Source: an optimization exercise on an open RTL-to-GDS flow (aim: a short achievable clock period and few clock cycles). Production flows keep margins and buffers that such runs may drop. Only simulation tests tie the RTL to the original design; equivalence was not proved. Power is estimated from default activity; no workload was simulated.

File: flow/run.sh
#!/bin/bash
# synth_recipe.tcl (not shown) runs the flow's synth.tcl, then flattens the netlist and writes it again
# the make line also repeats each setting of config.mk as NAME=value (left out here)
make -C /OpenROAD-flow-scripts/flow DESIGN_CONFIG=/design/flow/config.mk WORK_HOME=/design/flow/orfs CLKGATE_MAP_FILE= SYNTH_SCRIPT=/design/flow/synth_recipe.tcl finish
File: flow/config.mk
export PLATFORM = sky130hd
export DESIGN_NAME = black_bean
export DESIGN_NICKNAME = black_bean
export VERILOG_FILES = /design/flow/design.v
export SDC_FILE = /design/flow/constraint.sdc
export NUM_CORES = 4
export LEC_CHECK = 0
export ABC_CLOCK_PERIOD_IN_PS = 1500
export CAP_MARGIN = 20
export CORE_MARGIN = 2
export CORE_UTILIZATION = 40
export PLACE_DENSITY = 0.7
export SETUP_SLACK_MARGIN = 5
export SLEW_MARGIN = 20
export TNS_END_PERCENT = 100
File: flow/constraint.sdc
create_clock -name core_clock -period 5.5 [get_ports {clk}]
set_input_delay 1.1000 -clock core_clock [delete_from_list [all_inputs] [get_ports {clk}]]
set_output_delay 1.1000 -clock core_clock [all_outputs]
set_load 0.01 [all_outputs]
File: flow/design.v
`timescale 1ns/1ps
module black_bean(
    clk,
    rst_n,
    IO_MEM_R_DATA,
    IO_MEM_W_DATA,
    IO_MEM_ADDR,
    IO_MEM_R_EN,
    IO_MEM_W_EN
);
input clk, rst_n;
input  [7:0] IO_MEM_R_DATA;
output [7:0] IO_MEM_W_DATA;
output [7:0] IO_MEM_ADDR;
output       IO_MEM_R_EN;
output       IO_MEM_W_EN;
reg [7:0] ar, dr0, dr1, dr2, cr;
reg [7:0] ir;
reg       ir_v;      
reg       ir_raw;    
reg [7:0] irxv;
reg [7:0] ir_pcx;    
reg [7:0] ir_pcx1;   
reg       ir_sk;     
reg       ir_jc;     
reg       ir_ih;     
reg [7:0] ir_iv;
reg       ph;        
reg k_s1, k_s2, k_s3, k_s4i, k_s4, k_s5, k_s6b, k_s6, k_s7, k_s8, k_s9, k_sc;
reg k_sz;            
reg k_t1, k_t2, k_t3, k_t4, k_t5, k_t6, k_t7, k_tc;
reg k_halt, k_rdalu, k_is62, k_load, k_wr, k_imm, k_nsk;
reg k_war, k_wpc;    
reg k_ldwr;          
reg k_seq;           
reg k_br;            
reg k_jmp;           
reg k_irx;           
reg k_imma;          
reg k_skp;           
reg k_w3, k_w4, k_w5, k_w6, k_w7;   
reg [7:0] ir_npc;    
reg [7:0] ir2;
reg       ir2_v;
reg [7:0] ir2_a;     
reg       ir2_h;     
reg [7:0] ir2_hv;
reg [7:0] ir2_a1;    
reg [7:0] ir2_a2;    
reg       ir2_sc, ir2_nt, ir2_t2;   
reg [7:0] wa_m1;     
reg       ir2_bad;   
reg [7:0] addr_q, wdata_q;
reg [7:0] fl;        
reg       wen_q;
reg       halted;
assign IO_MEM_R_EN   = 1'b1;
assign IO_MEM_ADDR   = addr_q;
assign IO_MEM_W_DATA = wdata_q;
assign IO_MEM_W_EN   = wen_q;
wire [7:0] rd = IO_MEM_R_DATA;
wire [7:0] fa = addr_q;         
wire [7:0] fa1 = fa + 8'd1;
wire [7:0] fa2 = fa + 8'd2;
wire [7:0] fa_m1 = fl - 8'd1;
wire [7:0] npc  = ir_npc;
wire [7:0] npc1 = npc + 8'd1;
wire [7:0] npc2 = npc + 8'd2;
wire [7:0] ar_m1 = ar - 8'd1;
wire       hit_2 = k_sc ? hit_b : hit_a;
wire [7:0] hv_2  = k_sc ? hv_b : hv_a;
reg  [8:0] sum;
reg        lt, eq, gt;
reg        alu_stale;
reg        c_add, c_cmp, c_jc, c_lt, c_eq, c_gt, c_ge, c_ne, c_le;
wire [7:0] re = ({8{c_add}} & sum[7:0]) |
                ({8{c_cmp}} & (lt ? 8'h3c : eq ? 8'h3d : 8'h3e)) |
                ({8{c_jc}}  & (eq ? ar : ir_pcx));
wire [7:0] ad = {7'd0, c_add & sum[8]};
wire br_take = (c_lt & !lt) | (c_eq & !eq) | (c_gt & !gt) |
               (c_ge & lt)  | (c_ne & eq)  | (c_le & gt);
wire br_hold = !br_take;
wire [7:0] br = br_hold ? ir_pcx : ar;
localparam NIC = 8;
reg  [7:0] ic_op  [0:NIC-1];
reg  [7:0] ic_val [0:NIC-1];
reg  [NIC-1:0] ic_v;
reg  [2:0] ic_rr;               
reg        ins_v;               
reg  [7:0] ins_op, ins_val;
reg        hit_f, hit_a, hit_b;
reg  [7:0] hv_f, hv_a, hv_b;
integer ie;
always @(*) begin
    hit_f = 1'b0; hv_f = 8'h00;
    hit_a = 1'b0; hv_a = 8'h00;
    hit_b = 1'b0; hv_b = 8'h00;
    for (ie = 0; ie < NIC; ie = ie + 1) begin
        if (ic_v[ie] && ic_op[ie] == fl) begin
            hit_f = 1'b1;
            hv_f  = hv_f | ic_val[ie];
        end
        if (ic_v[ie] && ic_op[ie] == ir_pcx) begin
            hit_a = 1'b1;
            hv_a  = hv_a | ic_val[ie];
        end
        if (ic_v[ie] && ic_op[ie] == ir_pcx1) begin
            hit_b = 1'b1;
            hv_b  = hv_b | ic_val[ie];
        end
    end
end
wire [7:0] imm = ir_ih ? ir_iv : rd;
wire [7:0] v = ({8{k_s1 }} & ir)         |
               ({8{k_s2 }} & ir_pcx)     |
               ({8{k_s3 }} & ar)         |
               ({8{k_s4i}} & (dr0 + 8'd1)) |
               ({8{k_s4 }} & dr0)        |
               ({8{k_s5 }} & dr1)        |
               ({8{k_s6b}} & br)         |
               ({8{k_s6 }} & cr)         |
               ({8{k_s7 }} & dr2)        |
               ({8{k_s8 }} & re)         |
               ({8{k_s9 }} & ad)         |
               ({8{k_sc }} & ir_iv);
wire [7:0] wv = k_sz ? 8'h00 : v;    
wire live   = !halted && !ph && ir_v && !ir_raw;
wire stall  = alu_stale && k_rdalu;
wire go     = live && !stall;
wire go_b   = go && k_ldwr;                     
wire br_j   = k_br && br_take;
wire a_jump = go && (k_jmp || br_j);
wire a_irx  = go && k_irx;
wire a_imm  = go && k_imma;                     
wire a_skp  = go && k_skp;                      
wire a_seq  = go && k_seq && !br_j;
wire a_dec  = !halted && !ph && ir_v && ir_raw;   
wire b_ld   = ph && !wen_q;
wire b_wr   = ph && wen_q;
wire b_jump = b_ld && k_t2;
wire b_irx  = b_ld && k_t1;
wire b_next = ph && !b_jump && !b_irx;
wire i2_ok  = ir2_v && !(b_wr && ir2_bad);
wire bubble  = !halted && !ph && !ir_v;
wire fetch   = bubble || a_seq;
wire xfer    = b_next && i2_ok;
wire refetch = b_next && !i2_ok;
wire f_sc  = (rd[7:4] == 4'hc);
wire f_tr  = (rd[3:0] != 4'h0) && (rd[3] == 1'b0);
wire f_sk  = f_sc && (!f_tr || hit_f);
wire f_jc  = f_sc && (rd[3:0] == 4'h2) && hit_f;
wire x_sk  = ir2_sc && (ir2_nt || ir2_h);
wire x_jc  = ir2_sc && ir2_t2 && ir2_h;
wire [7:0] ir2_nx = x_jc ? ir2_hv : x_sk ? ir2_a2 : ir2_a1;
wire w_cdd   = live && (k_w4 || k_w5 || k_w6);
wire [7:0] ar_next = (go && k_w3) ? v : ar;      
wire p_take  = !w_cdd && !alu_stale && (rd == 8'h62) && br_take;
wire cr_imm = go && k_w6 && k_sc;
wire cr_ld  = b_ld && k_t6;
wire cr_reg = go && k_w6 && !k_sc;
wire [7:0] crn = cr_imm ? imm : cr_ld ? rd : cr;
function [41:0] kdec(input [7:0] x, input h, input sk, input jc);
    reg [3:0] xs, xt;
    reg tr, ldwr, imm, nsk, jmp;
    begin
        xs = x[7:4];
        xt = x[3:0];
        tr   = (xt != 4'h0) && (xt[3] == 1'b0);
        ldwr = ((xs == 4'hd) && tr) || (xt == 4'hc) || (xt == 4'hd);
        imm  = (xs == 4'hc) && tr && !h;
        nsk  = (xs == 4'hc) && !sk;
        jmp  = (xt == 4'h2) && !ldwr && !(xs == 4'h6) && !jc;
        kdec = {
            xs == 4'h1,                                   
            xs == 4'h2,                                   
            xs == 4'h3,                                   
            xs == 4'h4 && xt == 4'h4,                     
            xs == 4'h4 && xt != 4'h4,                     
            xs == 4'h5,                                   
            xs == 4'h6 && xt == 4'h2,                     
            xs == 4'h6 && xt != 4'h2,                     
            xs == 4'h7,                                   
            xs == 4'h8,                                   
            xs == 4'h9,                                   
            xs == 4'hc,                                   
            xs == 4'hc || xs == 4'hd || xs == 4'he,       
            xt == 4'h1,                                   
            xt == 4'h2,                                   
            xt == 4'h3,                                   
            xt == 4'h4,                                   
            xt == 4'h5,                                   
            xt == 4'h6,                                   
            xt == 4'h7,                                   
            xt == 4'hc,                                   
            x == 8'h00,                                   
            xs == 4'h8 || xs == 4'h9 || (xs == 4'h6 && xt == 4'h2),  
            xs == 4'h6 && xt == 4'h2,                     
            xs == 4'hd && tr,                             
            xt == 4'hc || xt == 4'hd,                     
            imm,                                          
            nsk,                                          
            (xs == 4'hd && tr) || ((xt == 4'hd) && (xs != 4'hc)),  
            (xt == 4'hc) || ((xt == 4'hd) && (xs == 4'hc)),       
            ldwr,                                         
            !ldwr && !(x == 8'h00) && !(xt == 4'h1) && !imm && !nsk && !jmp,  
            (xs == 4'h6) && (xt == 4'h2) && !jc,          
            jmp,                                          
            (xt == 4'h1) && !ldwr,                        
            imm && (xt != 4'h1) && (xt != 4'h2),          
            nsk && !imm && (xt != 4'h1) && !ldwr,         
            (xt == 4'h3) && !ldwr,                        
            (xt == 4'h4) && !ldwr,                        
            (xt == 4'h5) && !ldwr,                        
            (xt == 4'h6) && !ldwr,                        
            (xt == 4'h7) && !ldwr                         
        };
    end
endfunction
wire [41:0] kd_f = kdec(rd, hit_f, f_sk, f_jc || p_take);
wire [41:0] kd_x = kdec(ir2, ir2_h, x_sk, x_jc);
wire [41:0] kd_a = kdec(irxv, 1'b0, 1'b0, 1'b0);
wire [41:0] kd   = xfer ? kd_x : a_dec ? kd_a : kd_f;
wire [7:0]  nb   = xfer ? ir2 : a_dec ? irxv : rd;
wire        nsk  = xfer ? x_sk : a_dec ? 1'b0 : f_sk;
wire        nh   = xfer ? ir2_h : a_dec ? 1'b0 : hit_f;
wire [7:0]  npc_n = xfer  ? (ir2_sc ? ir2_a2 : ir2_a1) :
                    a_dec ? ((irxv[7:4] == 4'hc) ? ir_pcx1 : ir_pcx) :
                            (f_sc ? fa2 : fa1);
wire hold   = halted || (!ph && ir_v && (ir_raw || stall || k_halt));
wire s_fpt  = fetch && p_take;
wire s_fjc  = fetch && f_jc;
wire s_fsk  = fetch && f_sk && !f_jc;
wire s_f1   = fetch && !f_sk && !p_take;
wire s_npc  = a_irx || b_irx || a_imm || a_skp;
wire [7:0] addr_n = ({8{go_b && k_war}}     & ar)      |
                    ({8{go_b && k_wpc}}     & ir_pcx)  |
                    ({8{xfer}}              & ir2_nx)  |
                    ({8{a_jump && k_sc}}    & imm)     |
                    ({8{a_jump && !k_sc}}   & v)       |
                    ({8{b_jump}}            & rd)      |
                    ({8{s_npc}}             & npc)     |
                    ({8{refetch}}           & ir2_a)   |
                    ({8{s_fpt}}             & ar_next) |
                    ({8{s_fjc}}             & hv_f)    |
                    ({8{s_fsk}}             & fa2)     |
                    ({8{s_f1}}              & fa1)     |
                    ({8{hold}}              & fa);
always @(posedge clk) begin
    sum <= {1'b0, dr0} + {1'b0, dr1};
    lt  <= dr0 < dr1;
    eq  <= dr0 == dr1;
    gt  <= dr0 > dr1;
    c_add <= crn == 8'h11;
    c_cmp <= crn == 8'h01;
    c_jc  <= crn == 8'h10;
    c_lt  <= crn == 8'h01;
    c_eq  <= crn == 8'h02;
    c_gt  <= crn == 8'h03;
    c_ge  <= crn == 8'h04;
    c_ne  <= crn == 8'h05;
    c_le  <= crn == 8'h06;
    ins_op  <= fa_m1;
    ins_val <= rd;
    if (ins_v) begin
        ic_op[ic_rr]  <= ins_op;
        ic_val[ic_rr] <= ins_val;
    end
    if (b_wr) begin
        for (ie = 0; ie < NIC; ie = ie + 1)
            if (ic_op[ie] == wa_m1) ic_val[ie] <= wdata_q;
    end
    ir2    <= rd;
    ir2_a  <= npc;
    ir2_a1 <= npc1;
    ir2_v  <= !k_nsk;
    ir2_h  <= hit_2;
    ir2_hv <= hv_2;
    ir2_a2 <= npc2;
    ir2_sc <= f_sc;
    ir2_nt <= !f_tr;
    ir2_t2 <= (rd[3:0] == 4'h2);
    wdata_q <= wv;
    wa_m1  <= k_wpc ? ir_pcx - 8'd1 : ar_m1;
    ir2_bad <= k_wpc ? !k_sc : (ar == npc || (hit_2 && ar_m1 == npc));
    irxv <= (b_irx || k_imm) ? rd : v;
    if (fetch || xfer || a_dec) begin
        ir     <= nb;
        ir_raw <= 1'b0;
        if (!a_dec) begin
            ir_pcx  <= xfer ? ir2_a1 : fa1;
            ir_pcx1 <= xfer ? ir2_a2 : fa2;
            ir_sk   <= nsk;
            ir_jc   <= xfer ? x_jc : (f_jc || p_take);
            ir_ih   <= nh;
            ir_iv   <= xfer ? ir2_hv : hv_f;
        end
        {k_s1, k_s2, k_s3, k_s4i, k_s4, k_s5, k_s6b, k_s6, k_s7, k_s8, k_s9,
         k_sc, k_sz, k_t1, k_t2, k_t3, k_t4, k_t5, k_t6, k_t7, k_tc,
         k_halt, k_rdalu, k_is62, k_load, k_wr, k_imm, k_nsk, k_war, k_wpc,
         k_ldwr, k_seq, k_br, k_jmp, k_irx, k_imma, k_skp,
         k_w3, k_w4, k_w5, k_w6, k_w7} <= kd;
        ir_npc  <= npc_n;
    end
    if (a_irx || b_irx) begin
        ir_raw  <= 1'b1;
        ir_pcx  <= npc;
        ir_pcx1 <= npc1;
        ir_npc  <= npc;      
        ir_sk   <= 1'b0;
        ir_jc   <= 1'b0;
        ir_ih   <= 1'b0;
    end
end
always @(posedge clk) begin
    if (!rst_n) begin
        ar <= 8'h00; dr0 <= 8'h00; dr1 <= 8'h00; dr2 <= 8'h00; cr <= 8'h00;
        ir_v    <= 1'b0;
        ph      <= 1'b0;
        addr_q  <= 8'h00;
        fl      <= 8'h01;
        wen_q   <= 1'b0;
        halted  <= 1'b0;
        alu_stale <= 1'b1;
        ic_v    <= {NIC{1'b0}};
        ic_rr   <= 3'd0;
        ins_v   <= 1'b0;
    end else begin
        if (go && !k_imm) begin
            if (k_w3) ar  <= v;
            if (k_w4) dr0 <= v;
            if (k_w5) dr1 <= v;
            if (k_w6) cr  <= v;
            if (k_w7) dr2 <= v;
        end
        if (go && k_imm) begin
            if (k_w3) ar  <= rd;
            if (k_w4) dr0 <= rd;
            if (k_w5) dr1 <= rd;
            if (k_w6) cr  <= rd;
            if (k_w7) dr2 <= rd;
        end
        if (b_ld) begin
            if (k_t3) ar  <= rd;
            if (k_t4) dr0 <= rd;
            if (k_t5) dr1 <= rd;
            if (k_t6) cr  <= rd;
            if (k_t7) dr2 <= rd;
        end
        alu_stale <= (go && (k_w4 || k_w5 || cr_reg)) || (b_ld && (k_t4 || k_t5));
        if (live && k_halt)
            halted <= 1'b1;
        ins_v <= live && k_imm;
        if (ins_v) begin
            ic_v[ic_rr] <= 1'b1;
            ic_rr       <= ic_rr + 3'd1;
        end
        addr_q <= addr_n;
        fl     <= addr_n;
        wen_q  <= go_b && k_wr;
        ph     <= go_b;
        if (fetch || xfer || a_dec || a_irx || b_irx)
            ir_v <= 1'b1;
        if (a_jump || b_jump || a_imm || a_skp || refetch)
            ir_v <= 1'b0;
    end
end
endmodule
==> results of run 1 <==
-- placed cells by master, fill, tap and decap left out, drive strengths merged, types with 16 or more instances in the layout --
master / netlist / routed
a211oi: 21 / 21
edfxtp: 207 / 207
o211ai: 16 / 16
and3: 24 / 24
mux2i: 68 / 68
a221oi: 27 / 27
a31oi: 37 / 37
nor3: 66 / 66
nor4: 25 / 25
mux2: 93 / 93
ha: 29 / 29
o21ai: 80 / 80
dfxtp: 165 / 165
a22o: 26 / 26
a22oi: 62 / 62
xnor2: 259 / 259
xor2: 63 / 63
a21oi: 109 / 109
buf: 63 / 653
nand4: 60 / 60
a222oi: 17 / 17
clkinv: 2 / 18
clkbuf: 146 / 60
nor2: 203 / 203
nand3: 76 / 76
inv: 46 / 57
nand2: 184 / 186
nor2b: 21 / 21
-- final cells by class --
cell class	count	area share
repair inverters	12	0.00515
repair buffers	657	0.207
clock inverters	23	0.00744
clock buffers	57	0.0331
inverters	48	0.00821
well taps	756	0.0263
multi-input cells	1751	0.442
diodes	3	0.000209
flip-flops and latches	372	0.271
-- power by group --
group          internal, mW  leakage [nW]  switching, mW  total, mW
sequential             3.91          3.40           1.28       5.19
combinational          5.03          9.60           5.75       10.8
clock                  1.77         0.709           1.32       3.09
total                  10.7          13.7           8.35       19.1
-- worst reg2reg max path: stages (launching register included) --
cell	delay, ps
dfxtp_4	400
buf_12	160
xnor2_1	250
nand4_1	410
nor3_4	420
or4_4	280
nor3_4	70
buf_12	140
or4b_4	550
o21ai_4	100
a32o_1	170
-- final timing paths --
kind | start | to | slack (ps)
max | addr_q[2]$_SDFF_PN0_ | addr_q[5]$_SDFF_PN0_ | 2470
max reg2reg | addr_q[2]$_SDFF_PN0_ | addr_q[5]$_SDFF_PN0_ | 2470
min reg2reg | k_nsk$_DFFE_PP_ | ir2_v$_DFF_P_ | 410
min | k_nsk$_DFFE_PP_ | ir2_v$_DFF_P_ | 410
-- kinds of logic after synthesis --
| logic type | count (synthesis) | share of synthesized area |
|---|---|---|
| flops | 372 | 0.421 |
| compound gates | 499 | 0.153 |
| fa+ha+maj | 30 | 0.0169 |
| other cells | 1 | 0.000166 |
| simple gates | 735 | 0.159 |
| mux | 161 | 0.0765 |
| buf+inv | 257 | 0.0483 |
| xor+xnor | 322 | 0.125 |
-- through the flow --
stage / std cells / util
floorplan: 2377 / -
global placement: 2984 / 0.440
detailed placement: 2984 / 0.440
CTS: 3518 / 0.592
global route: 3676 / 0.641
finish: 3679 / 0.641
-- layer usage --
| layer | global-route usage | vias to the layer above | part of all wire |
|---|---|---|---|
| li1 | - | 9760 | - |
| met1 | 0.445 | 12000 | 0.32 |
| met2 | 0.531 | 2791 | 0.40 |
| met3 | 0.134 | 1104 | 0.17 |
| met4 | 0.267 | 2 | 0.11 |
| met5 | 0.00408 | - | 0.00050 |
-- what timing repair did --
item,CTS,global route
endpoints found under the hold margin,0,0
resized for setup,794,307
setup endpoints to repair,595,596
setup buffers,419,154
pin swaps,228,158
gates cloned,35,4
==> impl_metrics.py, run 1 <==
metrics = {
    "run_status": {
        "status": "no timing/DRC/antenna violations",
    },
    "layout": {
        "num-fill-cells": 3810,
        "multi_input_area_sq_mm": 0.0159,
        "top_regs": "ic_op x64, ic_val x64, sum x9",
        "synthToLayoutAreaGrowth_pct": 59.2,
        "finalNetCount": 2925,
        "regArea_sq_mm": 0.00974,
        "drive_gt1_frac": 0.503,
        "final_area_sq_mm": 0.0360,
    },
    "timing": {
        "grt_setup_unrepaired": "true",
        "min_period_ps": 3030,
        "final-setup-viol-count": 0,
        "post-route-period-util": 0.550,
        "tightest_slew_ps": 867,
        "hold_ws_ps": 415,
        "timing.fmax_mhz": 331,
        "hold_violations": 0,
        "fin_setup_tns_ps": 0,
        "maxSlewViolCount": 0,
        "fin_ws_ps": 2470,
        "relSlewSlack": 0.421,
        "fin_skew_ps": 49.3,
    },
    "route": {
        "dr.first_iter.drc_count": 4714,
        "viasPerCell": 6.97,
        "wl_per_cell_um": 33.7,
        "dr.pass1.iters": 9,
        "vias": 25600,
        "ant_nets": 0,
        "drt_drc_violations_left": 0,
        "drt_wl_total_mm": 124,
    },
    "synth": {
        "synthesis.area_sq_mm": 0.0226,
        "synthCells": 2377,
        "synth_seq_cells": 372,
        "syn_avg_cell_area_sq_um": 9.51,
        "synth_nets": 2417,
        "synth.area.top_cells": "edfxtp_1 28%, dfxtp_1 15%, xnor2_1 10%",
        "async_reset_ff_frac": 0,
        "synth_edf_count": 207,
        "synth_flop_cell": "edfxtp_1",
        "ys_warn_count": 1,
        "synth.most_common_cell": "xnor2_1",
        "synth_top_cell_area_share": 0.275,
        "seq_area_frac_synth": 0.421,
        "yosys-top-cells-count": "259 x xnor2_1, 207 x edfxtp_1, 202 x nor2_1, 183 x nand2_1, 165 x dfxtp_1",
        "synthDistinctLibCells": 91,
        "yosys.area.top_type": "edfxtp_1",
    },
    "placement": {
        "gp_congestion": 0.944,
        "io_buffer_count": 26,
        "post-place-ws_ps": 1500,
        "dp_hpwl_mm": 60.3,
        "placed_area_sq_mm": 0.0247,
    },
    "clock_network": {
        "clock-sinks": 372,
        "hold_buffers": 0,
        "cts_buffers": 43,
        "htree_levels": 2,
        "clock_latency_ps": 620,
        "cts_buffer_depth": 3,
        "cts_tree": "built",
        "root_buffer": "clkbuf_16",
        "clk_pin_slew_ps": 70,
    },
    "die": {
        "rows": 87,
        "ioPinCount": 28,
        "coreArea_sq_mm": 0.0562,
        "dieArea_sq_mm": 0.0584,
        "initial_core_util": 0.402,
        "die_h_um": 242,
        "dieWidth_um": 242,
    },
    "worst_setup_path": {
        "worst_setup_path_start_kind": "flip-flop",
        "crit_type": "reg -> reg",
        "crit_buf_inv": 2,
        "crit_chain": "buf_12, xnor2_1, nand4_1, nor3_4, or4_4, nor3_4, buf_12, or4b_4, o21ai_4, a32o_1",
        "cp.required_ps": 6020,
        "cp_top_family": "simple AND/OR/NAND/NOR gates",
        "endpoint_kind": "flip-flop",
        "cpPeakStageDelay_ps": 550,
        "path_depth": 10,
        "worst_r2r_path_depth": 10,
        "worstPathArrival_ps": 3550,
        "slowest_stage": "or4b_4",
        "critPathMaxFanout": 5,
    },
    "power_and_ir_drop": {
        "irDropWorstVdd_mv": 0.361,
        "total_leakage_power_nw": 13.7,
        "power_mw": 19.1,
        "p_per_area_mw_per_mm2": 530,
    },
    "global_route": {
        "grt_first_pass_wirelength_mm": 159,
        "antenna_found_initial": 4,
        "grt-ovfl-total": 0,
        "grt_pass1_vias": 23500,
        "grt_usage": 0.366,
        "grt_max_degree": 20,
    },
    "min_path": {
        "whs_path_depth": 1,
        "min_path_type": "reg -> reg",
    },
    "flow_run": {
        "drv_cap": 0,
    },
}
Testbench counts, summed over its fixed seeds: cycles 272,325.
==> run 2: changes to the inputs <==
--- a/flow/config.mk
+++ b/flow/config.mk
@@ -8,8 +8,7 @@
 export ABC_CLOCK_PERIOD_IN_PS = 1500
 export CAP_MARGIN = 20
 export CORE_MARGIN = 2
-export CORE_UTILIZATION = 40
-export PLACE_DENSITY = 0.7
+export CORE_UTILIZATION = 35
 export SETUP_SLACK_MARGIN = 5
 export SLEW_MARGIN = 20
 export TNS_END_PERCENT = 100
==> run 2 against run 1 <==
Against the previous run: sequential cell count unchanged; non-clock buffer count down 26; routed wire length down 8.9%; final cell count up 2.0%; clock-buffer cell count down 3; fmax up 9.8%; largest cell class unchanged; still clean on timing, DRC and antenna; combinational power down 8%; setup slack better by 270 ps.
==> impl_metrics.py, run 2 <==
metrics = {
    "run_status": {
        "status": "no timing/DRC/antenna violations",
    },
    "synth": {
        "synthDistinctLibCells": 91,
        "synth_nets": 2417,
        "synth_top_cell_area_share": 0.275,
        "synth.area.top_cells": "edfxtp_1 28%, dfxtp_1 15%, xnor2_1 10%",
        "yosys.area.top_type": "edfxtp_1",
        "ys_warn_count": 1,
        "syn_avg_cell_area_sq_um": 9.51,
        "yosys-top-cells-count": "259 x xnor2_1, 207 x edfxtp_1, 202 x nor2_1, 183 x nand2_1, 165 x dfxtp_1",
        "synth_flop_cell": "edfxtp_1",
        "synth_edf_count": 207,
        "async_reset_ff_frac": 0,
        "synth_seq_cells": 372,
        "synthCells": 2377,
        "seq_area_frac_synth": 0.421,
        "synthesis.area_sq_mm": 0.0226,
        "synth.most_common_cell": "xnor2_1",
    },
    "worst_setup_path": {
        "worst_setup_path_start_kind": "flip-flop",
        "cp_top_family": "simple AND/OR/NAND/NOR gates",
        "crit_type": "reg -> reg",
        "crit_buf_inv": 1,
        "endpoint_kind": "flip-flop",
        "critPathMaxFanout": 5,
        "crit_chain": "buf_8, xor2_2, nor4_2, and3_4, or4_4, nor3_4, nand2_2, o32a_1, o22ai_2",
        "worstPathArrival_ps": 3220,
        "cpPeakStageDelay_ps": 620,
        "cp.required_ps": 5960,
        "slowest_stage": "or4_4",
    },
    "die": {
        "rows": 93,
        "dieWidth_um": 258,
        "ioPinCount": 28,
        "die_h_um": 258,
        "initial_core_util": 0.352,
        "dieArea_sq_mm": 0.0666,
        "coreArea_sq_mm": 0.0641,
    },
    "flow_run": {
        "drv_cap": 0,
    },
    "global_route": {
        "antenna_found_initial": 2,
        "grt_usage": 0.315,
        "grt_max_degree": 28,
        "grt-ovfl-total": 0,
        "grt_pass1_vias": 22300,
        "grt_first_pass_wirelength_mm": 154,
    },
    "layout": {
        "drive_gt1_frac": 0.487,
        "final_cell_mix": "300 x buf_4, 228 x xnor2_1, 207 x edfxtp_1",
        "finalNetCount": 2899,
        "final_common_cell": "buf_4",
        "top_regs": "ic_op x64, ic_val x64, sum x9",
        "synthToLayoutAreaGrowth_pct": 58.0,
    },
    "placement": {
        "post-place-ws_ps": 1330,
        "io_buffer_count": 26,
        "dp_hpwl_mm": 63.1,
        "gp_congestion": 0.936,
    },
    "clock_network": {
        "cts_buffers": 45,
        "cts_tree": "built",
        "htree_levels": 2,
        "clk_pin_slew_ps": 60,
        "clock-sinks": 372,
        "clock_latency_ps": 640,
        "root_buffer": "clkbuf_16",
        "cts_buffer_depth": 3,
        "hold_buffers": 0,
    },
    "timing": {
        "post-route-period-util": 0.501,
        "fin_ws_ps": 2740,
        "hold_violations": 0,
        "min_period_ps": 2760,
        "relSlewSlack": 0.490,
        "maxSlewViolCount": 0,
        "final-setup-viol-count": 0,
        "grt_setup_unrepaired": "true",
        "fin_skew_ps": 52.0,
        "fin_setup_tns_ps": 0,
        "timing.fmax_mhz": 363,
        "tightest_slew_ps": 764,
    },
    "min_path": {
        "min_path_type": "reg -> reg",
    },
    "route": {
        "ant_nets": 0,
        "drt_drc_violations_left": 0,
        "dr.pass1.iters": 8,
        "dr.first_iter.drc_count": 3932,
        "vias": 23600,
        "viasPerCell": 6.30,
        "drt_wl_total_mm": 113,
        "wl_per_cell_um": 30.1,
    },
    "power_and_ir_drop": {
        "total_leakage_power_nw": 13.4,
        "irDropWorstVdd_mv": 0.369,
        "power_mw": 18.4,
        "p_per_area_mw_per_mm2": 515,
    },
}
run 2: kinds of logic after synthesis:
logic type                 after synthesis  synth area share
xor gates and xnor gates               322             0.125
other                                    1          0.000166
and+or+nand+nor                        735             0.159
buffers and inverters                  257            0.0483
DFF                                    372             0.421
adders and majority gates               30            0.0169
muxes                                  161            0.0765
AOI/OAI and AO/OA                      499             0.153
run 2: metrics by stage:
stage | instance area (sq um) | cells | utilization | hold WS (ps)
4_1_cts | 33000 | 3580 | 0.515 | 412
3_5_place_dp | 24800 | 3084 | 0.387 | 388
5_1_grt | 35700 | 3751 | 0.557 | 448
3_3_place_gp | 24800 | 3084 | 0.387 | 392
6_report | 35700 | 3752 | 0.557 | 419
2_1_floorplan | 25100 | 2377 | - | 346
run 2: layout make-up:
class | instances | area (sq um)
inverter | 48 | 297
multi-input combinational | 1751 | 15700
clock buffer | 54 | 1240
fill | 5068 | 28400
clock inverter | 30 | 364
tap | 855 | 1070
timing repair inverter | 10 | 165
antenna | 1 | 2.50
sequential | 372 | 9750
timing repair buffer | 631 | 7170
run 2: routing by layer:
| layer | vias up | track usage | share of wire |
|---|---|---|---|
| li1 | 9705 | - | - |
| met1 | 11500 | 0.410 | 0.37 |
| met2 | 1872 | 0.479 | 0.43 |
| met3 | 593 | 0.0751 | 0.13 |
| met4 | 2 | 0.180 | 0.078 |
| met5 | - | 0 | 0.00012 |
run 2: timing repair:
action | CTS | global route
cloned | 21 | 10
setup endpoints to repair | 595 | 596
resized for setup | 760 | 266
buffers inserted | 391 | 161
pin swaps | 194 | 139
run 2: report_power, final:
| part | internal [mW] | switching, mW | total [mW] |
|---|---|---|---|
| sequential | 3.91 | 1.22 | 5.14 |
| combinational | 4.76 | 5.21 | 9.98 |
| clock | 1.91 | 1.37 | 3.28 |
run 2: final timing paths:
check / startpoint / to / slack, ps / cells past startpoint
worst min register to register: k_nsk$_DFFE_PP_ / ir2_v$_DFF_P_ / 420 / 1
worst max-delay path: addr_q[4]$_SDFF_PN0_ / k_imma$_DFFE_PP_ / 2740 / 9
worst max register to register: addr_q[4]$_SDFF_PN0_ / k_imma$_DFFE_PP_ / 2740 / 9
worst min-delay path: k_nsk$_DFFE_PP_ / ir2_v$_DFF_P_ / 420 / 1
==> run 3: changes to the inputs <==
--- a/flow/config.mk
+++ b/flow/config.mk
@@ -8,7 +8,8 @@
 export ABC_CLOCK_PERIOD_IN_PS = 1500
 export CAP_MARGIN = 20
 export CORE_MARGIN = 2
-export CORE_UTILIZATION = 35
+export CORE_UTILIZATION = 45
+export PLACE_DENSITY = 0.65
 export SETUP_SLACK_MARGIN = 5
 export SLEW_MARGIN = 20
 export TNS_END_PERCENT = 100
==> run 3 against run 2 <==
Against the previous run: still clean on timing, DRC and antenna; core utilization is 14 points higher; combinational power rose by 5%; synthesized cell count is the same; critical path depth fell by 1; power rose by 1.7%; via count up 6.8%; synthesized area did not move; largest power group unchanged.
==> impl_metrics.py, run 3 <==
metrics = {
    "run_status": {
        "status": "no timing/DRC/antenna violations",
    },
    "worst_setup_path": {
        "worst_setup_path_start_kind": "flip-flop",
        "crit_start": "k_s1$_DFFE_PP_",
        "endpoint_kind": "flip-flop",
        "r2r-start": "k_s1$_DFFE_PP_",
        "worst_r2r_path_depth": 8,
        "r2r_slack_ps": 2250,
        "crit_type": "reg -> reg",
        "worstPathArrival_ps": 3740,
        "cp.required_ps": 6000,
        "r2r-end": "fl[0]$_SDFF_PN1_",
        "critPathMaxFanout": 6,
    },
    "clock_network": {
        "cts_buffers": 43,
        "cts_buffer_depth": 3,
        "root_buffer": "clkbuf_16",
        "clk_pin_slew_ps": 70,
        "htree_levels": 2,
        "clock_latency_ps": 620,
        "cts_tree": "built",
        "clock-sinks": 372,
    },
    "timing": {
        "timing.fmax_mhz": 308,
        "post-route-period-util": 0.590,
        "maxSlewViolCount": 0,
        "min_period_ps": 3250,
        "fin_ws_ps": 2250,
        "final-setup-viol-count": 0,
        "tightest_slew_ps": 964,
        "fin_setup_tns_ps": 0,
        "grt_setup_unrepaired": "true",
        "relSlewSlack": 0.356,
        "hold_violations": 0,
        "fin_skew_ps": 43.8,
        "hold_ws_ps": 415,
    },
    "global_route": {
        "antenna_found_initial": 6,
        "grt_pass1_vias": 23300,
        "grt-ovfl-total": 0,
        "grt_first_pass_wirelength_mm": 157,
        "grt_max_degree": 26,
        "grt_usage": 0.406,
    },
    "route": {
        "wl_per_cell_um": 33.5,
        "drt_drc_violations_left": 0,
        "vias": 25300,
        "ant_nets": 0,
        "drt_wl_total_mm": 118,
        "dr.pass1.iters": 22,
        "viasPerCell": 7.15,
        "dr.first_iter.drc_count": 4669,
    },
    "placement": {
        "post-place-ws_ps": 1570,
        "placed_area_sq_mm": 0.0246,
        "placed_cells": 2900,
        "io_buffer_count": 26,
        "gp_congestion": 1.01,
        "dp_hpwl_mm": 60.8,
    },
    "synth": {
        "yosys.area_share.adder": 0.0169,
        "synth_seq_cells": 372,
        "synth_top_cell_area_share": 0.275,
        "synth_top_family_by_area": "simple AND/OR/NAND/NOR gates",
        "async_reset_ff_frac": 0,
        "synth.area.top_cells": "edfxtp_1 28%, dfxtp_1 15%, xnor2_1 10%",
        "synth-simple-area-share": 0.159,
        "synthesis.area_sq_mm": 0.0226,
        "synth_nets": 2417,
        "ys_warn_count": 1,
        "syn_avg_cell_area_sq_um": 9.51,
        "synthCells": 2377,
        "yosys.area.top_type": "edfxtp_1",
        "synthXorXnorAreaFrac": 0.125,
        "synth_flop_cell": "edfxtp_1",
        "synth_edf_count": 207,
        "seq_area_frac_synth": 0.421,
        "synthDistinctLibCells": 91,
        "synth_compound_area_frac": 0.153,
        "synth.most_common_cell": "xnor2_1",
        "yosys-top-cells-count": "259 x xnor2_1, 207 x edfxtp_1, 202 x nor2_1, 183 x nand2_1, 165 x dfxtp_1",
        "muxShareOfSynthArea": 0.0765,
    },
    "layout": {
        "final_area_sq_mm": 0.0349,
        "finalNetCount": 2863,
        "top_regs": "ic_op x64, ic_val x64, sum x9",
        "utilization": 0.700,
        "instances_no_fill": 3534,
        "synthToLayoutAreaGrowth_pct": 54.4,
        "drive_gt1_frac": 0.482,
        "final_common_cell": "buf_4",
        "final_cell_mix": "271 x buf_4, 228 x xnor2_1, 207 x edfxtp_1",
    },
    "power_and_ir_drop": {
        "irDropWorstVdd_mv": 0.396,
        "p_per_area_mw_per_mm2": 536,
        "total_leakage_power_nw": 13.1,
        "power_mw": 18.7,
    },
    "min_path": {
        "min_to": "ir2_v$_DFF_P_",
        "whs_path_depth": 1,
        "min_from": "k_nsk$_DFFE_PP_",
        "min_path_type": "reg -> reg",
    },
    "die": {
        "rows": 82,
        "initial_core_util": 0.453,
        "dieArea_sq_mm": 0.0520,
        "ioPinCount": 28,
        "dieWidth_um": 228,
        "coreArea_sq_mm": 0.0499,
        "die_h_um": 228,
    },
    "flow_run": {
        "drv_cap": 0,
    },
}
[run 3: cell counts after synthesis]
No cell type changed its count.
[run 3: power breakdown]
group	total, mW	switching (mW)	leakage, nW	internal (mW)
Clock	2.96	1.30	0.675	1.66
Combinational	10.5	5.54	9.05	4.95
Sequential	5.25	1.33	3.40	3.91
Total	18.7	8.17	13.1	10.5
[run 3: timing repair]
action                     in CTS  in global routing
hold buffers                    0                  0
gates resized for setup       754                255
buffers inserted              392                126
cloned                         29                  3
pin swaps                     207                170
setup endpoints to repair     595                595
[run 3: cells by family (layout without fill, tap and decap cells)]
logic type / Yosys count / count (layout)
buffers and inverters: 257 / 732
xor gates and xnor gates: 322 / 322
muxes: 161 / 161
other: 1 / 5
and+or+nand+nor: 735 / 737
DFF: 372 / 372
AOI/OAI and AO/OA: 499 / 503
adders and majority gates: 30 / 30
[run 3: layer usage]
| layer | global-route usage | routed length, um | up-vias | share of wire |
|---|---|---|---|---|
| li1 | - | - | 9637 | - |
| met1 | 0.501 | 39000 | 11900 | 0.33 |
| met2 | 0.592 | 47200 | 2651 | 0.40 |
| met3 | 0.158 | 19800 | 1054 | 0.17 |
| met4 | 0.260 | 12200 | 8 | 0.10 |
| met5 | 0 | 169 | - | 0.0014 |
[run 3: critical path, stage by stage (launching register included)]
cell	delay, ps
edfxtp_1	550
buf_6	190
a222oi_1	470
nand3_1	120
a221o_2	390
o211ai_1	790
o2111ai_2	280
a211oi_2	240
nand2_1	90
[run 3: area by class of cell]
class | count | area (sq um)
Antenna cell | 4 | 10.0
Fill cell | 3220 | 15000
Clock inverter | 23 | 230
Sequential cell | 372 | 9750
Multi-Input combinational cell | 1754 | 15800
Timing Repair inverter | 10 | 150
Tap cell | 672 | 841
Inverter | 48 | 293
Timing Repair Buffer | 594 | 6710
Clock buffer | 57 | 1150
[run 3: how the worst max path moves through the flow]
stage	end	slack [ps]	cells past startpoint
after floorplan	fl[0]$_SDFF_PN1_	2540	9
after global placement	addr_q[2]$_SDFF_PN0_	1580	9
after detailed placement	addr_q[2]$_SDFF_PN0_	1570	9
after CTS	k_imma$_DFFE_PP_	2840	9
after global routing	fl[0]$_SDFF_PN1_	2290	8
final	fl[0]$_SDFF_PN1_	2250	8
==> run 4: changes to the inputs <==
--- a/flow/design.v
+++ b/flow/design.v
@@ -41,7 +41,6 @@
 reg k_w3, k_w4, k_w5, k_w6, k_w7;   
 reg [7:0] ir_npc;    
 reg [7:0] ir2;
-reg       ir2_v;
 reg [7:0] ir2_a;     
 reg       ir2_h;     
 reg [7:0] ir2_hv;
@@ -49,7 +48,7 @@
 reg [7:0] ir2_a2;    
 reg       ir2_sc, ir2_nt, ir2_t2;   
 reg [7:0] wa_m1;     
-reg       ir2_bad;   
+reg       ir2_go;    
 reg [7:0] addr_q, wdata_q;
 reg [7:0] fl;        
 reg       wen_q;
@@ -140,11 +139,10 @@
 wire b_jump = b_ld && k_t2;
 wire b_irx  = b_ld && k_t1;
 wire b_next = ph && !b_jump && !b_irx;
-wire i2_ok  = ir2_v && !(b_wr && ir2_bad);
 wire bubble  = !halted && !ph && !ir_v;
 wire fetch   = bubble || a_seq;
-wire xfer    = b_next && i2_ok;
-wire refetch = b_next && !i2_ok;
+wire xfer    = ph && ir2_go;
+wire refetch = b_next && !ir2_go;
 wire f_sc  = (rd[7:4] == 4'hc);
 wire f_tr  = (rd[3:0] != 4'h0) && (rd[3] == 1'b0);
 wire f_sk  = f_sc && (!f_tr || hit_f);
@@ -272,7 +270,6 @@
     ir2    <= rd;
     ir2_a  <= npc;
     ir2_a1 <= npc1;
-    ir2_v  <= !k_nsk;
     ir2_h  <= hit_2;
     ir2_hv <= hv_2;
     ir2_a2 <= npc2;
@@ -281,7 +278,8 @@
     ir2_t2 <= (rd[3:0] == 4'h2);
     wdata_q <= wv;
     wa_m1  <= k_wpc ? ir_pcx - 8'd1 : ar_m1;
-    ir2_bad <= k_wpc ? !k_sc : (ar == npc || (hit_2 && ar_m1 == npc));
+    ir2_go <= !k_nsk && !(k_load && (k_t1 || k_t2)) &&
+              !(k_wr && (k_wpc ? !k_sc : (ar == npc || (hit_2 && ar_m1 == npc))));
     irxv <= (b_irx || k_imm) ? rd : v;
     if (fetch || xfer || a_dec) begin
         ir     <= nb;
--- a/flow/config.mk
+++ b/flow/config.mk
@@ -8,8 +8,7 @@
 export ABC_CLOCK_PERIOD_IN_PS = 1500
 export CAP_MARGIN = 20
 export CORE_MARGIN = 2
-export CORE_UTILIZATION = 45
-export PLACE_DENSITY = 0.65
-export SETUP_SLACK_MARGIN = 5
+export CORE_UTILIZATION = 40
+export SETUP_SLACK_MARGIN = 4
 export SLEW_MARGIN = 20
 export TNS_END_PERCENT = 100
==> run 4 against run 3 <==
Against the previous run: still clean; first-iteration DRC count shrank 24%; critical path depth grew 1; clock-buffer cell count rose by 2; via count down 6.0%; non-clock buffer count is 1 lower; synthesized cell count decreased by 0.21%; routed wire length down 4.4%; highest routed layer unchanged.
==> impl_metrics.py, run 4 <==
metrics = {
    "run_status": {
        "status": "no timing/DRC/antenna violations",
    },
    "clock_network": {
        "hold_buffers": 0,
        "cts_tree": "built",
        "htree_levels": 2,
        "clk_pin_slew_ps": 60,
        "cts_buffers": 43,
        "cts_buffer_depth": 3,
        "clock_latency_ps": 620,
        "root_buffer": "clkbuf_16",
        "clock-sinks": 372,
    },
    "placement": {
        "io_buffer_count": 26,
        "placed_area_sq_mm": 0.0241,
        "dp_hpwl_mm": 64.2,
        "gp_congestion": 0.983,
        "post-place-ws_ps": 1660,
    },
    "layout": {
        "finalNetCount": 2859,
        "top_regs": "ic_op x64, ic_val x64, sum x9",
        "drive_gt1_frac": 0.453,
        "final_area_sq_mm": 0.0341,
        "synthToLayoutAreaGrowth_pct": 51.6,
        "final_common_cell": "buf_4",
        "final_cell_mix": "321 x buf_4, 225 x xnor2_1, 208 x edfxtp_1",
    },
    "global_route": {
        "grt_pass1_vias": 22400,
        "grt_usage": 0.374,
        "grt-ovfl-total": 0,
        "antenna_found_initial": 5,
        "grt_max_degree": 32,
        "grt_first_pass_wirelength_mm": 156,
    },
    "worst_setup_path": {
        "slowest_stage": "or4_4",
        "cp_top_family": "simple AND/OR/NAND/NOR gates",
        "r2r_slack_ps": 2660,
        "crit_buf_inv": 2,
        "worstPathArrival_ps": 3290,
        "cp.required_ps": 5950,
        "crit_type": "reg -> reg",
        "crit_chain": "buf_12, xor2_1, nor4_4, and3_1, or4_4, or3_4, or3_4, buf_4, a31oi_1",
        "worst_setup_path_start_kind": "flip-flop",
        "endpoint_kind": "flip-flop",
        "cpMostUsedCell": "or3_4",
        "critPathMaxFanout": 5,
        "cpPeakStageDelay_ps": 480,
    },
    "route": {
        "dr.pass1.iters": 10,
        "wl_per_cell_um": 31.4,
        "ant_nets": 0,
        "dr.first_iter.drc_count": 3560,
        "drt_drc_violations_left": 0,
        "vias": 23700,
        "viasPerCell": 6.59,
        "drt_wl_total_mm": 113,
    },
    "die": {
        "initial_core_util": 0.407,
        "dieArea_sq_mm": 0.0582,
        "dieWidth_um": 241,
        "die_h_um": 241,
        "rows": 86,
        "coreArea_sq_mm": 0.0553,
        "ioPinCount": 28,
    },
    "timing": {
        "hold_violations": 0,
        "relSlewSlack": 0.410,
        "fin_setup_tns_ps": 0,
        "final-setup-viol-count": 0,
        "min_period_ps": 2840,
        "fin_skew_ps": 29.9,
        "grt_setup_unrepaired": "true",
        "timing.fmax_mhz": 353,
        "maxSlewViolCount": 0,
        "fin_ws_ps": 2660,
        "post-route-period-util": 0.515,
        "tightest_slew_ps": 879,
    },
    "synth": {
        "synth_top_family_by_area": "compound AO/OA/AOI/OAI gates",
        "synthCells": 2372,
        "synth_nets": 2413,
        "muxShareOfSynthArea": 0.0722,
        "synthesis.area_sq_mm": 0.0225,
        "yosys.area.top_type": "edfxtp_1",
        "seq_area_frac_synth": 0.424,
        "synth_flop_cell": "edfxtp_1",
        "synth_seq_cells": 372,
        "synth-simple-area-share": 0.154,
        "async_reset_ff_frac": 0,
        "synth_top_cell_area_share": 0.278,
        "yosys.area_share.adder": 0.0176,
        "synth.most_common_cell": "xnor2_1",
        "synthXorXnorAreaFrac": 0.125,
        "synthDistinctLibCells": 88,
        "yosys-top-cells-count": "247 x xnor2_1, 208 x edfxtp_1, 190 x nor2_1, 182 x nand2_1, 164 x dfxtp_1",
        "synth.area.top_cells": "edfxtp_1 28%, dfxtp_1 15%, xnor2_1 9.6%",
        "synth_edf_count": 208,
        "ys_warn_count": 1,
        "synth_compound_area_frac": 0.159,
        "syn_avg_cell_area_sq_um": 9.48,
    },
    "power_and_ir_drop": {
        "total_leakage_power_nw": 13.0,
        "p_per_area_mw_per_mm2": 544,
        "irDropWorstVdd_mv": 0.402,
        "power_mw": 18.5,
    },
    "min_path": {
        "min_path_type": "reg -> reg",
    },
    "flow_run": {
        "drv_cap": 0,
    },
}
==> run 4: cell types whose count changed after synthesis, sizes merged, moves of 11 or more <==
cell and change:
buf -11, xnor2 -12, nor2 -13, a22o +13
mux2 -11, clkbuf +13
==> run 4: timing repair <==
item	in CTS	in global routing
cloned	29	2
setup endpoints to repair	499	453
pin swaps	205	170
resized for setup	753	253
setup buffers	396	126
==> run 4: layout make-up <==
class / count / area [sq um]
antenna: 3 / 7.51
clock buffer: 59 / 1210
clock inverter: 20 / 185
fill: 4245 / 21200
inverter: 54 / 268
multi-input combinational: 1745 / 15300
sequential: 372 / 9720
tap: 748 / 936
timing repair buffer: 593 / 6400
timing repair inverter: 9 / 113
==> run 4: worst paths after layout <==
check                            start                    to  cells after the start
setup reg to reg  addr_q[2]$_SDFF_PN0_       k_imm$_DFFE_PP_                      9
hold / removal    addr_q[1]$_SDFF_PN0_  addr_q[1]$_SDFF_PN0_                      1
setup / recovery  addr_q[2]$_SDFF_PN0_       k_imm$_DFFE_PP_                      9
hold reg to reg   addr_q[1]$_SDFF_PN0_  addr_q[1]$_SDFF_PN0_                      1
==> run 4: per-stage QoR <==
step           hold WS, ps  utilization  instances
2_1_floorplan          346            -       2372
3_3_place_gp           509        0.436       2968
3_5_place_dp           505        0.436       2968
4_1_cts                515        0.576       3472
5_1_grt                527        0.617       3601
6_report               526        0.617       3603
==> run 4: layer usage <==
| metal | vias up | GRT usage | part of all wire |
|---|---|---|---|
| met4 | 4 | 0.288 | 0.10 |
| met2 | 2018 | 0.565 | 0.42 |
| li1 | 9588 | - | - |
| met1 | 11300 | 0.434 | 0.35 |
| met5 | - | 0 | 0.00023 |
| met3 | 781 | 0.131 | 0.13 |
==> run 4: kinds of logic (layout without fill, tap and decap cells) <==
logic type / after synthesis / in the layout
xor+xnor: 320 / 320
other cells: 1 / 4
buf+inv: 265 / 735
compound gates: 519 / 519
simple gates: 712 / 722
flops: 372 / 372
mux: 152 / 152
fa+ha+maj: 31 / 31
==> run 4: power by group <==
part | total [mW] | internal [mW] | switching, mW
Combinational | 10.3 | 4.79 | 5.50
Sequential | 5.31 | 3.94 | 1.38
Clock | 2.94 | 1.68 | 1.27
Testbench counts of run 4, summed over its fixed seeds: cycles 272,325.
==> run 5: changes to the inputs <==
--- a/flow/config.mk
+++ b/flow/config.mk
@@ -9,6 +9,6 @@
 export CAP_MARGIN = 20
 export CORE_MARGIN = 2
 export CORE_UTILIZATION = 40
-export SETUP_SLACK_MARGIN = 4
+export SETUP_SLACK_MARGIN = 5
 export SLEW_MARGIN = 20
 export TNS_END_PERCENT = 100
==> run 5 against run 4 <==
Against the previous run: still clean on timing, DRC and antenna; die area unchanged; combinational power barely moved; power is 2.1% higher; register-to-register slack hardly changed; fmax decreased by 0.31%; critical path depth rose by 2; first-iteration DRC count decreased by 0.79%; non-clock buffer count decreased by 11; core utilization rose by 1.0 points; largest cell class unchanged; highest routed layer unchanged.
==> impl_metrics.py, run 5 <==
metrics = {
    "run_status": {
        "status": "no timing/DRC/antenna violations",
    },
    "die": {
        "ioPinCount": 28,
        "coreArea_sq_mm": 0.0553,
        "initial_core_util": 0.407,
        "rows": 86,
        "dieWidth_um": 241,
        "dieArea_sq_mm": 0.0582,
        "die_h_um": 241,
    },
    "worst_setup_path": {
        "crit_type": "reg -> reg",
        "r2r-end": "addr_q[7]$_SDFF_PN0_",
        "r2r-start": "addr_q[6]$_SDFF_PN0_",
        "r2r_slack_ps": 2660,
        "critPathMaxFanout": 6,
        "endpoint_kind": "flip-flop",
        "crit_start": "addr_q[6]$_SDFF_PN0_",
        "cp.required_ps": 6000,
        "worstPathArrival_ps": 3350,
        "worst_setup_path_start_kind": "flip-flop",
        "worst_r2r_path_depth": 11,
    },
    "layout": {
        "final_cell_mix": "272 x buf_4, 222 x xnor2_1, 208 x edfxtp_1",
        "instances_no_fill": 3584,
        "num-fill-cells": 4108,
        "finalNetCount": 2841,
        "top_regs": "ic_op x64, ic_val x64, sum x9",
        "drive_gt1_frac": 0.484,
        "final_common_cell": "buf_4",
        "synthToLayoutAreaGrowth_pct": 54.2,
    },
    "synth": {
        "ys_warn_count": 1,
        "synthCells": 2372,
        "synthesis.area_sq_mm": 0.0225,
        "yosys.area.top_type": "edfxtp_1",
        "syn_avg_cell_area_sq_um": 9.48,
        "yosys-top-cells-count": "247 x xnor2_1, 208 x edfxtp_1, 190 x nor2_1, 182 x nand2_1, 164 x dfxtp_1",
        "synth.area.top_cells": "edfxtp_1 28%, dfxtp_1 15%, xnor2_1 9.6%",
        "synth_seq_cells": 372,
        "synth_top_cell_area_share": 0.278,
        "synth.most_common_cell": "xnor2_1",
        "synth_flop_cell": "edfxtp_1",
        "synth_nets": 2413,
        "synth_edf_count": 208,
        "async_reset_ff_frac": 0,
        "seq_area_frac_synth": 0.424,
        "synthDistinctLibCells": 88,
    },
    "global_route": {
        "grt-ovfl-total": 0,
        "antenna_found_initial": 3,
        "grt_pass1_vias": 22100,
        "grt_max_degree": 41,
        "grt_usage": 0.356,
        "grt_first_pass_wirelength_mm": 150,
    },
    "route": {
        "vias": 23400,
        "wl_per_cell_um": 30.7,
        "viasPerCell": 6.54,
        "drt_wl_total_mm": 110,
        "dr.pass1.iters": 10,
        "drt_drc_violations_left": 0,
        "dr.first_iter.drc_count": 3532,
        "ant_nets": 0,
    },
    "clock_network": {
        "cts_tree": "built",
        "htree_levels": 2,
        "cts_buffer_depth": 3,
        "clock-sinks": 372,
        "cts_buffers": 43,
        "clock_latency_ps": 600,
        "root_buffer": "clkbuf_16",
        "clk_pin_slew_ps": 70,
    },
    "min_path": {
        "min_to": "ir2_go$_DFF_P_",
        "min_path_type": "reg -> reg",
        "whs_path_depth": 1,
        "min_from": "k_nsk$_DFFE_PP_",
    },
    "power_and_ir_drop": {
        "power_switching_share": 0.436,
        "clock_power_share": 0.159,
        "p_seq_frac": 0.283,
        "combinationalPowerShare": 0.559,
        "irDropWorstVdd_mv": 0.295,
        "p_switching_mw": 8.25,
        "p_per_area_mw_per_mm2": 546,
        "p_int_mw": 10.7,
        "power_mw": 18.9,
        "total_leakage_power_nw": 12.9,
    },
    "flow_run": {
        "drv_cap": 0,
    },
    "timing": {
        "timing.fmax_mhz": 352,
        "final-setup-viol-count": 0,
        "tightest_slew_ps": 1030,
        "grt_setup_unrepaired": "true",
        "hold_ws_ps": 514,
        "hold_violations": 0,
        "fin_skew_ps": 25.3,
        "min_period_ps": 2840,
        "maxSlewViolCount": 0,
        "fin_setup_tns_ps": 0,
        "relSlewSlack": 0.315,
        "post-route-period-util": 0.517,
    },
    "placement": {
        "placed_cells": 2971,
        "io_buffer_count": 26,
        "gp_congestion": 0.993,
        "dp_hpwl_mm": 62.6,
    },
}
[run 5: cell count changes in the layout (fill, tap and decap cells not counted), moves of 10 or more]
| cell | previous run | this run |
|---|---|---|
| nor2_1 | 139 | 129 |
| nor2_4 | 29 | 43 |
| dfxtp_1 | 101 | 86 |
| buf_4 | 321 | 272 |
| inv_1 | 40 | 27 |
| a21oi_1 | 71 | 61 |
| buf_6 | 148 | 200 |
[run 5: routing by layer]
| metal | part of all wire | vias up | global-route usage |
|---|---|---|---|
| met5 | 0.00079 | - | 0 |
| met4 | 0.090 | 4 | 0.226 |
| met3 | 0.13 | 712 | 0.0865 |
| met2 | 0.43 | 1908 | 0.556 |
| met1 | 0.35 | 11300 | 0.440 |
| li1 | - | 9564 | - |
[run 5: how the worst max path moves through the flow]
stage	end	slack, ps	depth (start not counted)
after floorplan	addr_q[2]$_SDFF_PN0_	2680	10
after global placement	addr_q[7]$_SDFF_PN0_	1640	9
after detailed placement	addr_q[7]$_SDFF_PN0_	1590	9
after CTS	k_imma$_DFFE_PP_	2720	11
after global routing	addr_q[5]$_SDFF_PN0_	2600	11
final	addr_q[7]$_SDFF_PN0_	2660	11
[run 5: cells by family after synthesis]
group | synth area share
other cells | 0.000167
flops | 0.424
xor+xnor | 0.125
simple gates | 0.154
compound gates | 0.159
buf+inv | 0.0493
fa+ha+maj | 0.0176
mux | 0.0722
[run 5: what timing repair did]
| item | CTS | global route |
|---|---|---|
| resized for setup | 755 | 335 |
| cloned | 17 | 5 |
| hold buffers | 0 | 0 |
| setup buffers | 386 | 124 |
| endpoints found under the setup margin | 597 | 597 |
| pin swaps | 174 | 177 |
[run 5: cell type report]
| type | instances | area (sq um) | area share |
|---|---|---|---|
| repair inverters | 8 | 104 | 0.00299 |
| flip-flops and latches | 372 | 9760 | 0.281 |
| well taps | 748 | 936 | 0.0270 |
| multi-input cells | 1739 | 15700 | 0.454 |
| clock inverters | 24 | 204 | 0.00588 |
| inverters | 54 | 300 | 0.00866 |
| repair buffers | 582 | 6400 | 0.185 |
| clock buffers | 54 | 1220 | 0.0352 |
| diodes | 3 | 7.51 | 0.000216 |
[run 5: worst max-delay path: stages, from the launching register on]
cell     delay [ps]
dfxtp_4         390
buf_12          150
xnor2_1         120
nand4_1         120
nor3_1           60
buf_4           140
or4_4           590
buf_4           190
o31ai_4         340
nand3_4         160
o21a_1          230
o32ai_2         250
[run 5: power by group through the flow]
stage	clock network [mW]	registers, mW	logic (mW)
3_3_place_gp	0	5.75	4.98
3_5_place_dp	0	5.74	5.04
6_report	3.00	5.35	10.6
4_1_cts	2.99	5.19	8.78
5_1_grt	3.11	5.34	10.8
2_1_floorplan	0	4.35	4.59
[run 5: through the flow]
stage / instance area (sq um) / worst slack (ps) / util
2_1_floorplan: 24900 / 2680 / -
3_3_place_gp: 24500 / 1640 / 0.443
3_5_place_dp: 24500 / 1590 / 0.443
4_1_cts: 32100 / 2720 / 0.580
5_1_grt: 34700 / 2600 / 0.627
6_report: 34700 / 2660 / 0.627
==> run 6: changes to the inputs <==
--- a/flow/design.v
+++ b/flow/design.v
@@ -46,6 +46,9 @@
 reg [7:0] ir2_hv;
 reg [7:0] ir2_a1;    
 reg [7:0] ir2_a2;    
+reg [7:0] ir2_a3, ir2_a4;   
+reg [7:0] fa1_q, fa2_q;
+reg       fa_ok;
 reg       ir2_sc, ir2_nt, ir2_t2;   
 reg [7:0] wa_m1;     
 reg       ir2_go;    
@@ -59,8 +62,9 @@
 assign IO_MEM_W_EN   = wen_q;
 wire [7:0] rd = IO_MEM_R_DATA;
 wire [7:0] fa = addr_q;         
-wire [7:0] fa1 = fa + 8'd1;
-wire [7:0] fa2 = fa + 8'd2;
+wire [7:0] fa1 = fa1_q;
+wire [7:0] fa2 = fa2_q;
+wire fix = !fa_ok;
 wire [7:0] fa_m1 = fl - 8'd1;
 wire [7:0] npc  = ir_npc;
 wire [7:0] npc1 = npc + 8'd1;
@@ -123,7 +127,7 @@
                ({8{k_s9 }} & ad)         |
                ({8{k_sc }} & ir_iv);
 wire [7:0] wv = k_sz ? 8'h00 : v;    
-wire live   = !halted && !ph && ir_v && !ir_raw;
+wire live   = !halted && !ph && ir_v && !ir_raw && fa_ok;
 wire stall  = alu_stale && k_rdalu;
 wire go     = live && !stall;
 wire go_b   = go && k_ldwr;                     
@@ -139,7 +143,7 @@
 wire b_jump = b_ld && k_t2;
 wire b_irx  = b_ld && k_t1;
 wire b_next = ph && !b_jump && !b_irx;
-wire bubble  = !halted && !ph && !ir_v;
+wire bubble  = !halted && !ph && !ir_v && fa_ok;
 wire fetch   = bubble || a_seq;
 wire xfer    = ph && ir2_go;
 wire refetch = b_next && !ir2_go;
@@ -151,8 +155,9 @@
 wire x_jc  = ir2_sc && ir2_t2 && ir2_h;
 wire [7:0] ir2_nx = x_jc ? ir2_hv : x_sk ? ir2_a2 : ir2_a1;
 wire w_cdd   = live && (k_w4 || k_w5 || k_w6);
-wire [7:0] ar_next = (go && k_w3) ? v : ar;      
-wire p_take  = !w_cdd && !alu_stale && (rd == 8'h62) && br_take;
+wire [7:0] ar_next = (live && k_w3) ? ir_iv : ar;
+wire p_take  = !w_cdd && !(live && k_w3 && !k_sc) && !alu_stale &&
+               (rd == 8'h62) && br_take;
 wire cr_imm = go && k_w6 && k_sc;
 wire cr_ld  = b_ld && k_t6;
 wire cr_reg = go && k_w6 && !k_sc;
@@ -224,7 +229,7 @@
 wire [7:0]  npc_n = xfer  ? (ir2_sc ? ir2_a2 : ir2_a1) :
                     a_dec ? ((irxv[7:4] == 4'hc) ? ir_pcx1 : ir_pcx) :
                             (f_sc ? fa2 : fa1);
-wire hold   = halted || (!ph && ir_v && (ir_raw || stall || k_halt));
+wire hold   = halted || fix || (!ph && ir_v && (ir_raw || stall || k_halt));
 wire s_fpt  = fetch && p_take;
 wire s_fjc  = fetch && f_jc;
 wire s_fsk  = fetch && f_sk && !f_jc;
@@ -243,6 +248,38 @@
                     ({8{s_fsk}}             & fa2)     |
                     ({8{s_f1}}              & fa1)     |
                     ({8{hold}}              & fa);
+wire [7:0] rd1 = rd + 8'd1;
+wire [7:0] rd2 = rd + 8'd2;
+wire [7:0] hv_f1 = hv_f + 8'd1;
+wire [7:0] hv_f2 = hv_f + 8'd2;
+wire [7:0] ir2_hv1 = ir2_hv + 8'd1;
+wire [7:0] ir2_hv2 = ir2_hv + 8'd2;
+wire [7:0] an1 = (live && k_w3) ? ir_iv + 8'd1 : ar + 8'd1;
+wire [7:0] an2 = (live && k_w3) ? ir_iv + 8'd2 : ar + 8'd2;
+wire [7:0] fa3 = fa2_q + 8'd1;
+wire [7:0] fa4 = fa2_q + 8'd2;
+wire [7:0] addr_n1 = ({8{xfer}}              & (x_jc ? ir2_hv1 : x_sk ? ir2_a3 : ir2_a2)) |
+                     ({8{a_jump && k_sc}}    & rd1)     |
+                     ({8{b_jump}}            & rd1)     |
+                     ({8{s_npc}}             & npc1)    |
+                     ({8{refetch}}           & ir2_a1)  |
+                     ({8{s_fpt}}             & an1)     |
+                     ({8{s_fjc}}             & hv_f1)   |
+                     ({8{s_fsk}}             & fa3)     |
+                     ({8{s_f1}}              & fa2_q)   |
+                     ({8{hold && !fix}}      & fa1_q)   |
+                     ({8{fix}}               & (fa + 8'd1));
+wire [7:0] addr_n2 = ({8{xfer}}              & (x_jc ? ir2_hv2 : x_sk ? ir2_a4 : ir2_a3)) |
+                     ({8{a_jump && k_sc}}    & rd2)     |
+                     ({8{b_jump}}            & rd2)     |
+                     ({8{s_npc}}             & npc2)    |
+                     ({8{refetch}}           & ir2_a2)  |
+                     ({8{s_fpt}}             & an2)     |
+                     ({8{s_fjc}}             & hv_f2)   |
+                     ({8{s_fsk}}             & fa4)     |
+                     ({8{s_f1}}              & fa3)     |
+                     ({8{hold && !fix}}      & fa2_q)   |
+                     ({8{fix}}               & (fa + 8'd2));
 always @(posedge clk) begin
     sum <= {1'b0, dr0} + {1'b0, dr1};
     lt  <= dr0 < dr1;
@@ -273,6 +310,8 @@
     ir2_h  <= hit_2;
     ir2_hv <= hv_2;
     ir2_a2 <= npc2;
+    ir2_a3 <= npc + 8'd3;
+    ir2_a4 <= npc + 8'd4;
     ir2_sc <= f_sc;
     ir2_nt <= !f_tr;
     ir2_t2 <= (rd[3:0] == 4'h2);
@@ -316,6 +355,9 @@
         ph      <= 1'b0;
         addr_q  <= 8'h00;
         fl      <= 8'h01;
+        fa1_q   <= 8'h01;
+        fa2_q   <= 8'h02;
+        fa_ok   <= 1'b1;
         wen_q   <= 1'b0;
         halted  <= 1'b0;
         alu_stale <= 1'b1;
@@ -354,6 +396,9 @@
         end
         addr_q <= addr_n;
         fl     <= addr_n;
+        fa1_q  <= addr_n1;
+        fa2_q  <= addr_n2;
+        fa_ok  <= !(a_jump && !k_sc);
         wen_q  <= go_b && k_wr;
         ph     <= go_b;
         if (fetch || xfer || a_dec || a_irx || b_irx)
--- a/flow/config.mk
+++ b/flow/config.mk
@@ -9,6 +9,6 @@
 export CAP_MARGIN = 20
 export CORE_MARGIN = 2
 export CORE_UTILIZATION = 40
-export SETUP_SLACK_MARGIN = 5
+export SETUP_SLACK_MARGIN = 4
 export SLEW_MARGIN = 20
 export TNS_END_PERCENT = 100
==> run 6 against run 5 <==
Against the previous run: still clean; fmax decreased by 7.6%; die area grew 13%; global-route usage grew 2.0 points; clock-buffer cell count is 10 higher.
==> impl_metrics.py, run 6 <==
metrics = {
    "timing": {
        "timing.fmax_mhz": 325,
        "post-route-period-util": 0.560,
        "grt_setup_unrepaired": "true",
        "min_period_ps": 3080,
        "hold_violations": 0,
        "maxSlewViolCount": 0,
        "fin_setup_tns_ps": 0,
    },
    "worst_setup_path": {
        "critPathMaxFanout": 7,
        "worst_setup_path_start_kind": "flip-flop",
    },
    "synth": {
        "muxShareOfSynthArea": 0.0813,
        "synth_top_family_by_area": "simple AND/OR/NAND/NOR gates",
        "synthesis.area_sq_mm": 0.0256,
        "yosys.area_share.adder": 0.0233,
        "seq_area_frac_synth": 0.396,
        "synth_edf_count": 208,
        "syn_avg_cell_area_sq_um": 9.24,
        "synth_nets": 2824,
        "synth.area.top_cells": "edfxtp_1 24%, dfxtp_1 15%, xnor2_1 8.7%",
        "yosys.area.top_type": "edfxtp_1",
    },
    "power_and_ir_drop": {
        "p_seq_frac": 0.289,
        "combinationalPowerShare": 0.557,
        "irDropWorstVdd_mv": 0.310,
        "p_switching_mw": 9.00,
        "total_leakage_power_nw": 14.6,
        "clock_power_share": 0.154,
        "p_per_area_mw_per_mm2": 541,
    },
    "die": {
        "dieWidth_um": 257,
        "dieArea_sq_mm": 0.0660,
        "ioPinCount": 28,
        "die_h_um": 257,
        "rows": 92,
        "coreArea_sq_mm": 0.0632,
    },
    "layout": {
        "synthToLayoutAreaGrowth_pct": 48.4,
        "final_common_cell": "buf_4",
        "finalNetCount": 3269,
        "multi_input_area_sq_mm": 0.0179,
        "instances_no_fill": 4098,
        "final_cell_mix": "295 x buf_4, 227 x xnor2_1, 215 x nand2_1",
        "utilization": 0.601,
        "top_regs": "ic_op x64, ic_val x64, sum x9",
    },
    "placement": {
        "placed_cells": 3465,
    },
    "route": {
        "ant_nets": 0,
        "wl_per_cell_um": 32.0,
        "viasPerCell": 6.63,
        "drt_wl_total_mm": 131,
        "vias": 27200,
    },
    "global_route": {
        "grt_pass1_vias": 25700,
        "grt-ovfl-total": 0,
    },
    "run_status": {
        "status": "no timing/DRC/antenna violations",
    },
}
## run 6: cell types whose count changed after synthesis, sizes merged, moves of 22 or more
cell,before,now
mux2i,70,94
nand2,182,261
xor2,73,123
nor2,190,213
nand3,76,98
dfxtp,164,194
nand4,55,77
## run 6: final cells by class
| cell class | count | area share |
|---|---|---|
| Timing Repair Buffer | 622 | 0.181 |
| Tap cell | 846 | 0.0279 |
| Clock inverter | 24 | 0.00498 |
| Sequential cell | 402 | 0.272 |
| Multi-Input combinational cell | 2081 | 0.472 |
| Clock buffer | 64 | 0.0351 |
| Antenna cell | 2 | 0.000132 |
| Inverter | 54 | 0.00676 |
| Timing Repair inverter | 3 | 0.000593 |
## run 6: power by group through the flow
stage / Combinational, mW / Clock (mW) / Sequential [mW]
after floorplan: 4.96 / 0 / 4.71
after global routing: 11.7 / 3.29 / 5.93
after detailed placement: 5.63 / 0 / 6.32
after CTS: 9.67 / 3.17 / 5.76
final: 11.4 / 3.17 / 5.94
after global placement: 5.59 / 0 / 6.32
## run 6: final timing paths
check / to / slack [ps] / cells past startpoint
hold / removal: ir2_go$_DFF_P_ / 440 / 1
setup / recovery: addr_q[0]$_SDFF_PN0_ / 2420 / 14
setup reg to reg: addr_q[0]$_SDFF_PN0_ / 2420 / 14
hold reg to reg: ir2_go$_DFF_P_ / 440 / 1
## run 6: stage by stage
stage	setup slack (ps)	cell area [sq um]	power, mW
floorplan	2430	27500	9.66
global placement	1070	27500	11.9
detailed placement	1320	27500	12.0
CTS	2560	35900	18.6
global route	2420	38000	20.9
finish	2420	38000	20.5
## run 6: repair_timing
action                                  in CTS  in global routing
pin swaps                                  202                156
buffers inserted                           416                107
hold buffers                                 0                  0
resized for setup                          812                270
endpoints found under the setup margin     533                479
gates cloned                                20                  0
## run 6: routing by layer
metal  up-vias  share of wire  global-route usage
met4         0          0.085               0.241
met5         -              0                   0
met1     13100           0.36               0.489
li1      11000              -                   -
met3       686           0.14               0.116
met2      2371           0.41               0.541
## run 6: logic make-up (layout without fill, tap and decap cells)
| group | count (synthesis) | after routing |
|---|---|---|
| simple gates | 876 | 880 |
| buf+inv | 288 | 767 |
| fa+ha+maj | 47 | 47 |
| flops | 402 | 402 |
| xor+xnor | 376 | 376 |
| compound gates | 582 | 582 |
| other cells | 1 | 3 |
| mux | 195 | 195 |
## run 6: critical path, stage by stage, from the launching register on
cell      delay (ps)
dfxtp_4          420
buf_12           170
buf_12           130
xor2_4           150
nor4_4           260
and3_4           310
nor4_4            60
buf_4            160
buf_6            120
a21oi_4          170
nor3_4            90
buf_12           140
a221o_1          400
a211oi_2         290
nor2_1            80
Testbench counts of run 6, summed over its fixed seeds: cycles 272,325.

Setup slack of run 6, layout unchanged: 2.420 ns with ideal ports, 2.420 ns with driving cells assumed (clock clkbuf_16, inputs buf_2), 2.054 ns with port delays also shifted by the 0.676 ns mid clock arrival.
